This design comes from an exercise in tuning for small area on the open sky130 flow, not from production work.
The RTL was checked by simulation tests, not by an equivalence proof against the original design.
The clock port is modelled as an ideal driver; clocking choices that lean on that would not hold on a real chip.
No activity file was given, so power comes from the tool's default toggle rates.

Design DFM, start of the top module:
module DFM(Sys_CLK, Sys_RST, D8, Uart_Tx);
input Sys_CLK, Sys_RST, D8;
output Uart_Tx;
function [19:0] inc20;
  input [19:0] t;
  input ci, clr;
  integer i;
  reg c;
  begin
    c = ci;
    for (i = 0; i < 20; i = i + 1) begin
      inc20[i] = ~clr & (t[i] ^ c);
      c = c & t[i];
    end
  end
endfunction
integer j;
reg [1:0] q;
reg [7:0] v;
reg [5:0] sl;
reg armed;          
wire tick = ~q[1] & q[0];
wire z = (sl == 6'd47);      
wire sl_end = sl_last & (v == 8'd44);
reg [7:0] v_n;
reg [5:0] sl_n;
reg rc;
always @(*) begin
  rc = tick;
  for (j = 0; j < 8; j = j + 1) begin
    v_n[j] = v[j] ^ rc;
    rc = rc & v[j];
  end
  v_n[0] = v_n[0] | rc;       
  rc = tick & (v == 8'd12);
  for (j = 0; j < 6; j = j + 1) begin
    sl_n[j] = sl[j] ^ rc;
    rc = rc & sl[j];
  end
end
always @(posedge Sys_CLK or negedge Sys_RST)
  if (!Sys_RST) begin
    q <= 2'd0; v <= 8'd43; sl <= 6'd47; armed <= 1'b0;
  end else begin
    q <= {q[1] ^ q[0], ~q[0]};
    if (tick & sl_end) begin
      v <= 8'd13;
      sl <= 6'd14;
    end else begin
      v <= v_n;
      sl <= sl_n;
    end
    if (tick & sl_end & ~z) armed <= 1'b1;
  end
reg d_buf, d_buf1;
wire d_rise = d_buf & ~d_buf1;
reg [7:0] pc;       
reg pg;             
reg rg;             
reg rg_d;           
reg gb_x;           
reg [19:0] t_x, t_h, t_l;    
reg [19:0] num_x, c_h, c_l;  
wire pc_end = pc[7] & ~pc[6] & ~pc[5] & (pc[3:0] == 4'd0);
wire [7:0] pc_n = {pc[6:5], pc[4] & ~pc_end, pc[3:0], ~(pc[7] ^ pc[6] ^ pc[5])};
always @(posedge Sys_CLK) begin
  d_buf <= D8; d_buf1 <= d_buf;
  ...
Size: ~510 cells after synthesis, about 160 flip-flops, ~4 I/O pins.
export LEC_CHECK = 0
export CAP_MARGIN = 20
export CORE_MARGIN = 2
export CORE_UTILIZATION = 40
export SLEW_MARGIN = 20
create_clock -name core_clock -period 10.0 [get_ports {Sys_CLK}]
standard.sh (not shown) runs the stock make flow with config.mk's settings and CLKGATE_MAP_FILE= SYNTH_SCRIPT=/design/flow/synth_recipe.tcl, a recipe that flattens the netlist after the stock synthesis.
==> flow/flow/run.sh <==
#!/bin/bash
# Standard layout, except:
#  * ports are buffered with buf_1 instead of the default buffer cell;
#  * the clock tree uses a clkbuf_8 root and clkbuf_4 leaf buffers, without
#    dummy loads; leaf buffers whose clock-pin slew would come out high are
#    swapped for clkbuf_8 before routing (flow/clkfix.tcl).
set -e
export BUFFER_PORTS_ARGS="-buffer_cell sky130_fd_sc_hd__buf_1"
export CTS_ARGS="-sink_clustering_enable -repair_clock_nets -dont_use_dummy_load -root_buf sky130_fd_sc_hd__clkbuf_8 -buf_list sky130_fd_sc_hd__clkbuf_4"
bash standard.sh cts > standard_cts.log 2>&1
openroad -no_init -exit flow/clkfix.tcl > clkfix.log 2>&1
bash standard.sh > standard_finish.log 2>&1
==> flow/flow/clkfix.tcl <==
# Swap clock leaf buffers (clkbuf_4) for clkbuf_8 where the estimated slew at
# a flip-flop clock pin they drive is over the limit below.
set limit_ps 115
set res orfs/results/sky130hd/DFM/base
set plat $::env(FLOW_HOME)/platforms/sky130hd
read_db $res/4_cts.odb
read_liberty $plat/lib/sky130_fd_sc_hd__tt_025C_1v80.lib
read_sdc $res/4_cts.sdc
source $plat/setRC.tcl
set_propagated_clock [all_clocks]
estimate_parasitics -placement
set block [ord::get_db_block]
set big [[ord::get_db] findMaster sky130_fd_sc_hd__clkbuf_8]
set changed 0
foreach inst [$block getInsts] {
  if {[[$inst getMaster] getName] ne "sky130_fd_sc_hd__clkbuf_4"} { continue }
  set net [[$inst findITerm X] getNet]
  if {$net eq "NULL"} { continue }
  set worst 0
  foreach pin [get_pins -of_objects [get_nets [$net getName]] -filter "direction == input"] {
    foreach p {slew_max_rise slew_max_fall} {
      set s [get_property $pin $p]
      set worst [expr {max($worst, $s)}]
    }
  }
  puts "[$inst getName] [$net getName] worst slew $worst"
  if {$worst * 1000.0 > $limit_ps} {
    $inst swapMaster $big
    incr changed
  }
}
puts "upsized $changed"
if {$changed} {
  detailed_placement
  check_placement
}
write_db $res/4_cts.odb
Rerun with:
--- a/flow/flow/clkfix.tcl
+++ b/flow/flow/clkfix.tcl
@@ -3 +3 @@
-set limit_ps 115
+set limit_ps 130
CORE_UTILIZATION = 65   (was 40)
What happened: The changed run finished clean; synthesized cell count is unchanged; non-clock buffer count came out higher by 1; final cell count went down by about 11%; flip-flop and latch count stays the same; design area fell by about 1.8%; power went down by about 2%.

==> re-timing with driven ports <==
The flow's constraints put no driver on any port. The routed layouts listed below were extracted and timed again, unchanged, in two steps.
Step 1, drivers: a clkbuf_16 drives Sys_CLK and a buf_2 each remaining input, both assumed.
Step 2, shift: input delay + t, output delay - t, t = (earliest + latest rising clock arrival at the registers) / 2. This alone moves slack from input paths to output paths.
Three values: ideal ports, drivers, drivers and shift; two values: the first two.
run | shift t [ns] | slack for setup (ns) | pins driven straight from the clock port
the first run | 0.448 | 4.763 / 4.763 / 4.763 | 1
the second run | 0.432 | 4.785 / 4.785 / 4.785 | 1
After both steps setup and hold are still met in every run listed.
